Context: an optimization exercise on an open-source flow, tuned for small area, a short achievable clock period and few clock cycles. The choices shown serve that exercise and are no tape-out recipe. Where RTL was checked, it was by simulation tests only, not by an equivalence proof against the original. No activity file was given, so power comes from the tool's default toggle rates.

Setup of run 1:
Design physics_engine, start of the top module:
module physics_engine #(
    parameter SCREEN_WIDTH = 320,
    parameter SCREEN_HEIGHT = 240
    ) (
    input  wire        clk,
    input  wire        resetn,
    input  wire        fire,
    input  wire [15:0] axi_Z_dist,
    input  wire [15:0] axi_arrow_vel,
    input  wire [7:0]  wind_x_in,
    input  wire [7:0]  wind_y_in,
    input  wire [8:0]  aim_x,
    input  wire [7:0]  aim_y,
    output wire        result_valid,
    output reg [8:0]   land_x,
    output reg [7:0]   land_y
);
For scale: ~1700 cells after synthesis, ~120 flip-flops, ~86 I/O pins, ~14000 µm² of cells after synthesis.
clock: 6.0 ns
lec_check: 0
abc_clock_period_in_ps: 3500
cap_margin: 20
core_margin: 2
core_utilization: 40
setup_slack_margin: 0.7
slew_margin: 20
run.sh (not shown) runs the stock make flow with config.mk's settings and CLKGATE_MAP_FILE= SYNTH_SCRIPT=/design/flow/synth_recipe.tcl, a recipe that flattens the netlist after the stock synthesis.
Run 1 completed; timing, DRC and antenna clean
diff inputs: run 1 => run 2
# run 1
export LEC_CHECK = 0
export ABC_CLOCK_PERIOD_IN_PS = 3500
export CAP_MARGIN = 20
export CORE_MARGIN = 2
export CORE_UTILIZATION = 40
export SETUP_SLACK_MARGIN = 0.7
export SLEW_MARGIN = 20
create_clock -name core_clock -period 6.0 [get_ports {clk}]
# run 2
export LEC_CHECK = 0
export ABC_CLOCK_PERIOD_IN_PS = 4500
export CAP_MARGIN = 20
export CORE_MARGIN = 2
export CORE_UTILIZATION = 40
export SETUP_SLACK_MARGIN = 1.0
export SLEW_MARGIN = 20
create_clock -name core_clock -period 6.0 [get_ports {clk}]
Run 2 | status: complete | timing, DRC, antenna: pass
From run 1 to run 2 the numbers moved as follows: number of nets with antenna violations after routing did not really move, routed wire length went up.
| utilization | run 2 vs run 1 | 0.46 points higher |
In the tables for run 1 and run 2, via count reads lower with run 1.
Run 2 ends up with a measured slew at the worst slew-check pin that is 0.0073 ns higher than in run 1.
The worst hold slack across all endpoints was comparable across run 1 and run 2.
[compare] base=run 1 new=run 2: power went up; clock network power share went down by 0.3 points; met2 capacity usage during global routing flat.
Input-level comparison between run 3 and run 2:
# run 2
export LEC_CHECK = 0
export ABC_CLOCK_PERIOD_IN_PS = 4500
export CAP_MARGIN = 20
export CORE_MARGIN = 2
export CORE_UTILIZATION = 40
export SETUP_SLACK_MARGIN = 1.0
export SLEW_MARGIN = 20
create_clock -name core_clock -period 6.0 [get_ports {clk}]
# run 3
export LEC_CHECK = 0
export ABC_CLOCK_PERIOD_IN_PS = 3500
export CAP_MARGIN = 20
export CORE_MARGIN = 2
export CORE_UTILIZATION = 40
export SETUP_SLACK_MARGIN = 1.5
export SLEW_MARGIN = 20
create_clock -name core_clock -period 6.0 [get_ports {clk}]
Findings:
Run 3 ran to completion and came out clean on the timing, DRC and antenna checks. In run 3 relative to run 2, overall via count from detail_route had gone up slightly. Relative to run 2, register-to-register slack increased by 0.32 ns in run 3. Net switching share of the total power sits lower in run 3 than in run 2. Run 3: core occupancy in the finished layout 0.99 points above run 2. Relative to run 2, met2 global-route usage decreased by 0.76 points in run 3. Per the comparison of run 3 with run 2, overall routed net length went up; area growth from synthesis to final layout went up; maximum operating frequency went down.
Inputs modified between run 3 and run 4:
# run 3
export LEC_CHECK = 0
export ABC_CLOCK_PERIOD_IN_PS = 3500
export CAP_MARGIN = 20
export CORE_MARGIN = 2
export CORE_UTILIZATION = 40
export SETUP_SLACK_MARGIN = 1.5
export SLEW_MARGIN = 20
create_clock -name core_clock -period 6.0 [get_ports {clk}]
# run 4
export LEC_CHECK = 0
export ABC_CLOCK_PERIOD_IN_PS = 3500
export CAP_MARGIN = 20
export CORE_MARGIN = 2
export CORE_UTILIZATION = 40
export SETUP_SLACK_MARGIN = 1.0
export SLEW_MARGIN = 20
create_clock -name core_clock -period 6.0 [get_ports {clk}]
### Flow results
Going from run 3 to run 4, critical path depth has increased; wire length now smaller; full die area did not really move; global-route usage comparable; cell count decreased by 23 relative to the old numbers.
In run 4 the total area of multi-input combinational cells turned out 1.7% lower than in run 3.
Compared with run 3, run 4 shows minimum setup slack in the final design higher by 0.047 ns.
Run 3 has higher power after layout than run 4.
Run 3 -> run 4: first-pass GRT wire length flat
The hold slack reported for run 4 is smaller than that of run 3 by 0.012 ns.
No functional check of the RTL was part of any run of this note.

Setup of main:
Another version of the RTL of physics_engine (not shown whole).
Size: roughly 120 flip-flops, about 14000 um2 of cells after synthesis.
==> flow/config.mk <==
export PLATFORM = sky130hd
export DESIGN_NAME = physics_engine
export DESIGN_NICKNAME = physics_engine
export VERILOG_FILES = /design/flow/design.v
export SDC_FILE = /design/flow/constraint.sdc
export NUM_CORES = 4
export LEC_CHECK = 0
export ABC_CLOCK_PERIOD_IN_PS = 3500
export CAP_MARGIN = 20
export CORE_MARGIN = 2
export CORE_UTILIZATION = 40
export SETUP_SLACK_MARGIN = 1.0
export SLEW_MARGIN = 20
==> flow/constraint.sdc <==
create_clock -name core_clock -period 6.0 [get_ports {clk}]
set_input_delay 1.2000 -clock core_clock [delete_from_list [all_inputs] [get_ports {clk}]]
set_output_delay 1.2000 -clock core_clock [all_outputs]
set_load 0.01 [all_outputs]
Inputs modified between main and the feature branch:
Settings: changing SETUP_SLACK_MARGIN from 1.0 to 1.5.
==> comparison <==
The feature branch completed; timing, DRC and antenna clean
Power density over cell area: the feature branch and main compared, higher one is main
Half-perimeter wire length after detailed placement: the feature branch vs main up 0.93%
| hold slack | the feature branch vs main | ≈ equal |
Shortest clock period the worst path allows after layout in the feature branch vs main: down 400 ps
Diff the feature branch and main: overall routing resource usage higher in the feature branch
Between the feature branch and main, the difference in met3 global-route usage is negligible.
Sequential power share: the feature branch vs main down 0.4 points
No functional check of the RTL was part of any run of this note.

Setup of juniper:
physics_engine, a different RTL version from the one above (not shown whole).
For scale: roughly 110 flip-flops, ~0.012 mm2 of cells after synthesis.
Settings: LEC_CHECK=0, ABC_CLOCK_PERIOD_IN_PS=3500, CAP_MARGIN=20, CORE_MARGIN=2, CORE_UTILIZATION=40, SETUP_SLACK_MARGIN=1.0, SLEW_MARGIN=20; clock period 6.0 ns.
juniper went all the way through the flow, and no timing, DRC or antenna check failed.
Testbench counts of juniper, summed over its fixed seeds: cycles 10,198.
Setup changes, juniper to ember
--- a/flow/config.mk
+++ b/flow/config.mk
@@ -11,2 +11,2 @@
-export CORE_UTILIZATION = 40
-export SETUP_SLACK_MARGIN = 1.0
+export CORE_UTILIZATION = 60
+export SETUP_SLACK_MARGIN = 2.0
## What came out
- ember vs juniper: share of the final layout cell area in multi-input gates down in ember
- Delta (ember minus juniper): leakage power of the design went up 0.43 nW, clock skew held, number of global-route vias before repair went up 323, width of the die went down 18%, clock network power share went down 1.1 points.
- Maximum frequency, juniper and ember: larger value in ember
- Summary of ember over juniper: design area now larger; measured slew at the worst slew-check pin now larger.
Changes in yarrow relative to ember:
--- a/flow/config.mk
+++ b/flow/config.mk
@@ -11,2 +11,2 @@
-export CORE_UTILIZATION = 60
-export SETUP_SLACK_MARGIN = 2.0
+export CORE_UTILIZATION = 40
+export SETUP_SLACK_MARGIN = 1.5
Results
What yarrow reported for net switching power has to be multiplied by 1.06 to get the figure for ember.
Against ember, the final cell area of yarrow is lower.
Max freq ember -> yarrow: improved
Looking at number of well taps, yarrow sits about 44% above ember.
The inputs of tundra differ from those of yarrow as listed below.
--- a/flow/config.mk
+++ b/flow/config.mk
@@ -12 +11,0 @@
-export SETUP_SLACK_MARGIN = 1.5
### Flow results
- The final layout from tundra, which completed every stage, passed the timing, DRC and antenna checks at the end of the flow.
- Relative to yarrow, the final-layout worst hold slack of tundra is higher by 0.0032 ns.
- Global-route wire length before repair (lower): tundra
- Diff tundra..yarrow | fraction of area in multi-input gates | negligible
- Compared with yarrow, in tundra number of non-filler instances in the completed layout has decreased, total power consumption of the routed design has decreased.
- Maximum clock frequency (tundra vs. yarrow) decreases by a little under 10%
- Looking at number of filler instances in the final layout across tundra and yarrow, the one that comes out lower is yarrow.
- Between yarrow and tundra, count of buffers not belonging to the clock network in the layout decreased.
- Side by side, wire length on met2 turned out lower in tundra than in yarrow.
## Diff of input files: onyx against tundra
--- a/flow/config.mk
+++ b/flow/config.mk
@@ -11,0 +12 @@
+export SETUP_SLACK_MARGIN = 3.0
Findings:
Row final critical path time including I/O delays and setup: onyx lower / tundra higher
onyx went all the way through the flow, and no timing, DRC or antenna check failed.
Number of global-route vias before repair came out higher on onyx than on tundra.
The higher average detailed-routed wire length per instance of onyx and tundra is in onyx.
Compared onyx vs tundra, and total net switching power is up in onyx.
Across both runs, register fraction of the total cell area was lower for onyx than for tundra.
When the final numbers for onyx and tundra were put side by side, the total of clock buffers placed in the layout turned out to be greater in onyx.
onyx — final instance area about 22% higher, tundra as reference
Looking at logic gate share of total power, onyx sits 7.5 points above tundra.
The clock transition at the register clock pins on the worst setup and hold paths after CTS in onyx sits 0.02 ns above the value recorded for tundra.

old:
physics_engine, a different RTL version from the one above (not shown whole).
Size: about 110 flip-flops, roughly 86 I/O pins, ~13000 um^2 of cells after synthesis.
==> flow/config.mk <==
export PLATFORM = sky130hd
export DESIGN_NAME = physics_engine
export DESIGN_NICKNAME = physics_engine
export VERILOG_FILES = /design/flow/design.v
export SDC_FILE = /design/flow/constraint.sdc
export NUM_CORES = 4
export LEC_CHECK = 0
export ABC_CLOCK_PERIOD_IN_PS = 2500
export CAP_MARGIN = 20
export CORE_MARGIN = 2
export CORE_UTILIZATION = 40
export SETUP_SLACK_MARGIN = 3.5
export SLEW_MARGIN = 20
==> flow/constraint.sdc <==
create_clock -name core_clock -period 6.0 [get_ports {clk}]
set_input_delay 1.2000 -clock core_clock [delete_from_list [all_inputs] [get_ports {clk}]]
set_output_delay 1.2000 -clock core_clock [all_outputs]
set_load 0.01 [all_outputs]
### old -> new
- swapping 2500 for 3000 in ABC_CLOCK_PERIOD_IN_PS
- clearing SETUP_SLACK_MARGIN, which used to be 3.5
--- outcome ---
Compared with old, in new cell count saw a decrease, setup slack saw a decrease. Taking old as the reference, in new met3 usage in global routing decreased 0.18 points, leakage power summed over all cells decreased 0.0012 uW, later-pin clock latency in the skew report essentially unchanged, worst hold margin essentially unchanged, minimum setup slack among reg-to-reg paths decreased 0.26 ns. new does worse than old on highest ir drop seen on vdd. new: flow completed, timing, DRC and antenna clean. Compare new and old | switching share of total power lower: old.
No functional check of the RTL was part of any run of this note.

== xenon ==
The RTL this note starts from:
==> flow/design.v <==
`timescale 1ns / 1ps
module iterative_divider (
    input  wire [16:0] t_in,
    input  wire        a_in,
    input  wire [15:0] v,
    input  wire [3:0]  cnt,        
    input  wire [6:0]  wx,
    input  wire [6:0]  wy,
    input  wire [16:0] px_in,
    input  wire        satx_in,
    input  wire [15:0] py_in,
    input  wire        saty_in,
    output wire [16:0] t_out,
    output wire [16:0] px_out,
    output wire        satx_out,
    output wire [15:0] py_out,
    output wire        saty_out
);
    wire [17:0] u  = {t_in, a_in};
    wire [18:0] v1 = {3'b0, v};
    wire [18:0] v2 = {2'b0, v, 1'b0};
    wire [18:0] e1 = {1'b0, u} - v1;
    wire [18:0] e2 = {1'b0, u} - v2;
    wire [18:0] na = ~v1;
    wire [18:0] nb = ~v2;
    wire [18:0] uu = {1'b0, u};
    wire [18:0] cs_s = uu ^ na ^ nb;
    wire [18:0] cs_c = {(uu[17:0] & na[17:0]) | (uu[17:0] & nb[17:0]) | (na[17:0] & nb[17:0]), 1'b0};
    wire [18:0] e3 = cs_s + cs_c + 19'd2;
    wire g1 = ~e1[18];
    wire g2 = ~e2[18];
    wire g3 = ~e3[18];
    wire s3 = g3;
    wire s2 = g2 & ~g3;
    wire s1 = g1 & ~g2;
    wire s0 = ~g1;
    wire [15:0] r = ({16{s3}} & e3[15:0]) | ({16{s2}} & e2[15:0]) |
                    ({16{s1}} & e1[15:0]) | ({16{s0}} & u[15:0]);
    assign t_out = {r, 1'b0};
    wire m = ~cnt[3];
    mac4 #(.W(17)) mx (
        .p(px_in), .sat(satx_in), .w(wx), .sh(cnt[2:0]),
        .s0(s0 | ~m), .s1(s1 & m), .s2(s2 & m), .s3(s3 & m),
        .p_out(px_out), .sat_out(satx_out));
    mac4 #(.W(16)) my (
        .p(py_in), .sat(saty_in), .w(wy), .sh(cnt[2:0]),
        .s0(s0 | ~m), .s1(s1 & m), .s2(s2 & m), .s3(s3 & m),
        .p_out(py_out), .sat_out(saty_out));
endmodule
module mac4 #(
    parameter W = 17
) (
    input  wire [W-1:0] p,
    input  wire         sat,
    input  wire [6:0]   w,
    input  wire [2:0]   sh,
    input  wire         s0, s1, s2, s3,
    output wire [W-1:0] p_out,
    output wire         sat_out
);
    wire [8:0]  w3 = {2'b0, w} + {1'b0, w, 1'b0};
    wire [23:0] m1 = {17'd0, w} << {sh, 1'b0};
    wire [23:0] m2 = {16'd0, w, 1'b0} << {sh, 1'b0};
    wire [23:0] m3 = {15'd0, w3} << {sh, 1'b0};
    wire [W:0]  a1 = {1'b0, p} + {1'b0, m1[W-1:0]};
    wire [W:0]  a2 = {1'b0, p} + {1'b0, m2[W-1:0]};
    wire [W:0]  a3 = {1'b0, p} + {1'b0, m3[W-1:0]};
    wire        o1 = a1[W] | (|m1[23:W]);
    wire        o2 = a2[W] | (|m2[23:W]);
    wire        o3 = a3[W] | (|m3[23:W]);
    assign p_out = ({W{s0}} & p) | ({W{s1}} & a1[W-1:0]) |
                   ({W{s2}} & a2[W-1:0]) | ({W{s3}} & a3[W-1:0]);
    assign sat_out = sat | (s1 & o1) | (s2 & o2) | (s3 & o3);
endmodule
`timescale 1ns / 1ps
module physics_engine #(
    parameter SCREEN_WIDTH = 320,
    parameter SCREEN_HEIGHT = 240
    ) (
    input  wire        clk,
    input  wire        resetn,
    input  wire        fire,
    input  wire [15:0] axi_Z_dist,
    input  wire [15:0] axi_arrow_vel,
    input  wire [7:0]  wind_x_in,
    input  wire [7:0]  wind_y_in,
    input  wire [8:0]  aim_x,
    input  wire [7:0]  aim_y,
    output wire        result_valid,
    output reg [8:0]   land_x,
    output reg [7:0]   land_y
);
    function [19:0] norm16;      
        input [15:0] x;
        reg   [15:0] y;
        reg   [3:0]  n;
        begin
            y = x; n = 4'd0;
            if (y[15:8] == 8'd0) begin y = {y[7:0], 8'd0};  n[3] = 1'b1; end
            if (y[15:12] == 4'd0) begin y = {y[11:0], 4'd0}; n[2] = 1'b1; end
            if (y[15:14] == 2'd0) begin y = {y[13:0], 2'd0}; n[1] = 1'b1; end
            if (y[15] == 1'b0)    begin y = {y[14:0], 1'b0}; n[0] = 1'b1; end
            norm16 = {n, y};
        end
    endfunction
    wire [19:0] nz = norm16(axi_Z_dist);
    wire [19:0] nv = norm16(axi_arrow_vel);
    wire [5:0]  s  = 6'd8 + {2'b0, nv[19:16]} - {2'b0, nz[19:16]};
    wire        zero_q = ~nv[15] | ~nz[15] | s[5];
    reg         busy;        
    reg         fin;         
    reg  [3:0]  cnt;         
    reg  [16:0] t;
    reg         a;
    reg  [14:0] vn;          
    reg  [6:0]  wxm, wym;
    reg         wxn, wyn;
    reg  [8:0]  ax;
    reg  [7:0]  ay;
    reg  [16:0] prx;         
    reg  [15:0] pry;
    reg         satx, saty;  
    wire [16:0] t_nx;
    wire [16:0] prx_nx;
    wire [15:0] pry_nx;
    wire        satx_nx, saty_nx;
    iterative_divider core (
        .t_in(t), .a_in(a), .v({1'b1, vn}), .cnt(cnt), .wx(wxm), .wy(wym),
        .px_in(prx), .satx_in(satx), .py_in(pry), .saty_in(saty),
        .t_out(t_nx), .px_out(prx_nx), .satx_out(satx_nx),
        .py_out(pry_nx), .saty_out(saty_nx));
    wire [10:0] qx = wxn ? {2'b0, ax} - {2'b0, prx[16:8]} : {2'b0, ax} + {2'b0, prx[16:8]};
    wire [9:0]  qy = wyn ? {2'b0, ay} - {2'b0, pry[15:8]} : {2'b0, ay} + {2'b0, pry[15:8]};
    wire x_lo = wxn & (satx | qx[10]);
    wire x_hi = ~x_lo & ((~wxn & satx) | qx >= SCREEN_WIDTH);
    wire y_lo = wyn & (saty | qy[9]);
    wire y_hi = ~y_lo & ((~wyn & saty) | qy >= SCREEN_HEIGHT);
    always @* begin
        land_x = x_lo ? 9'd0 : x_hi ? SCREEN_WIDTH - 1 : qx[8:0];
        land_y = y_lo ? 8'd0 : y_hi ? SCREEN_HEIGHT - 1 : qy[7:0];
    end
    wire det_x = (wxm == 7'd0) | (wxn ? (x_lo | qx == 11'd0) : x_hi);
    wire det_y = (wym == 7'd0) | (wyn ? (y_lo | qy == 10'd0) : y_hi);
    wire det   = det_x & det_y;
    assign result_valid = fin | (busy & det);
    always @(posedge clk) begin
        if (!resetn) begin
            busy <= 1'b0;
            fin  <= 1'b0;
        end else if (fire) begin
            busy <= ~zero_q;
            fin  <= zero_q;
        end else begin
            busy <= busy & ~det & (cnt != 4'd0);
            fin  <= busy & ~det & (cnt == 4'd0);
        end
    end
    always @(posedge clk) begin
        if (fire) begin
            vn   <= nv[14:0];
            wxm  <= wind_x_in[6:0];
            wym  <= wind_y_in[6:0];
            wxn  <= wind_x_in[7];
            wyn  <= wind_y_in[7];
            ax   <= aim_x;
            ay   <= aim_y;
        end
    end
    always @(posedge clk) begin
        if (fire) begin
            t    <= s[0] ? {1'b0, nz[15:0]} : {2'b0, nz[15:1]};
            a    <= ~s[0] & nz[0];
            cnt  <= s[4:1];
            prx  <= 17'd0;
            pry  <= 16'd0;
            satx <= 1'b0;
            saty <= 1'b0;
        end else begin
            t    <= t_nx;
            a    <= 1'b0;
            cnt  <= cnt - 4'd1;
            prx  <= prx_nx;
            pry  <= pry_nx;
            satx <= satx_nx;
            saty <= saty_nx;
        end
    end
endmodule
clock: 6.0 ns
lec_check: 0
abc_clock_period_in_ps: 3500
cap_margin: 20
core_margin: 2
core_utilization: 40
setup_slack_margin: 1.5
slew_margin: 20
xenon: PASS, flow complete, no timing, DRC or antenna violations
Testbench counts of xenon, summed over its fixed seeds: cycles 7,520.
Here is what was changed in the inputs of garnet compared with xenon.
Settings: ABC_CLOCK_PERIOD_IN_PS: 3500 -> 3000; SETUP_SLACK_MARGIN: 1.5 -> 2.0.
==> notes.md <==
- Total wirelength of the detailed-routed design, garnet vs xenon: up by more than 10%
- Delta (garnet minus xenon): synthesized area about even, worst slew margin relative to its limit fell 12 points, growth of design area from synthesis to finish rose 12 points.
- The highest ir drop seen on vdd reported for garnet is smaller than that of xenon by 0.18 mV.
- Against xenon, number of cells on the worst reg-to-reg path in garnet rose by a few percent.
- Measured against garnet, the post-CTS setup buffer count of xenon comes out at 0.44 times the reference value.

what the ideal ports hide:
How much do the figures lean on ideal ports? The routed layouts below were timed once more, with nothing changed but the port constraints.
Step 1, drivers: a clkbuf_16 drives clk and a buf_2 each remaining input, both assumed.
Step 2 also shifts input and output timing later by t, the mid clock arrival at the registers, as if the neighbouring blocks saw the same clock.
Three values: no drivers, after step 1, after step 2; two values: the first two.
run | shift t [ns] | slack for setup (ns) | hold slack, ns
run 1 | 0.473 | 0.655 / 0.603 / 0.815 | 0.523 / 0.523 / 0.523
run 2 | 0.472 | 1.063 / 1.011 / 0.804 | 0.524 / 0.524 / 0.524
run 3 | 0.472 | 1.016 / 0.966 / 1.260 | 0.536 / 0.536 / 0.536
run 4 | 0.472 | 1.063 / 1.011 / 0.804 | 0.524 / 0.524 / 0.524
main | 0.484 | 1.170 / 1.122 / 0.746 | 0.513 / 0.513 / 0.513
the feature branch | 0.480 | 1.575 / 1.523 / 1.225 | 0.513 / 0.513 / 0.513
juniper | 0.413 | 1.034 / 0.988 / 0.921 | 0.485 / 0.485 / 0.485
ember | 0.417 | 1.256 / 1.209 / 1.626 | 0.505 / 0.505 / 0.505
yarrow | 0.412 | 1.366 / 1.319 / 1.288 | 0.485 / 0.485 / 0.485
tundra | 0.413 | 0.870 / 0.823 / 0.928 | 0.488 / 0.488 / 0.488
onyx | 0.414 | 1.247 / 1.200 / 1.614 | 0.500 / 0.500 / 0.500
old | 0.430 | 0.459 / 0.459 / 0.459 | 0.521 / 0.521 / 0.521
new | 0.430 | 0.201 / 0.201 / 0.201 | 0.523 / 0.523 / 0.523
xenon | 0.439 | 1.270 / 1.213 / 1.236 | 0.476 / 0.476 / 0.476
garnet | 0.437 | 1.288 / 1.236 / 1.579 | 0.485 / 0.485 / 0.485
After both steps every run listed still meets setup and hold. The setup slack of main, which loses most, moves by -0.048 ns with the drivers and by -0.424 ns with both steps.
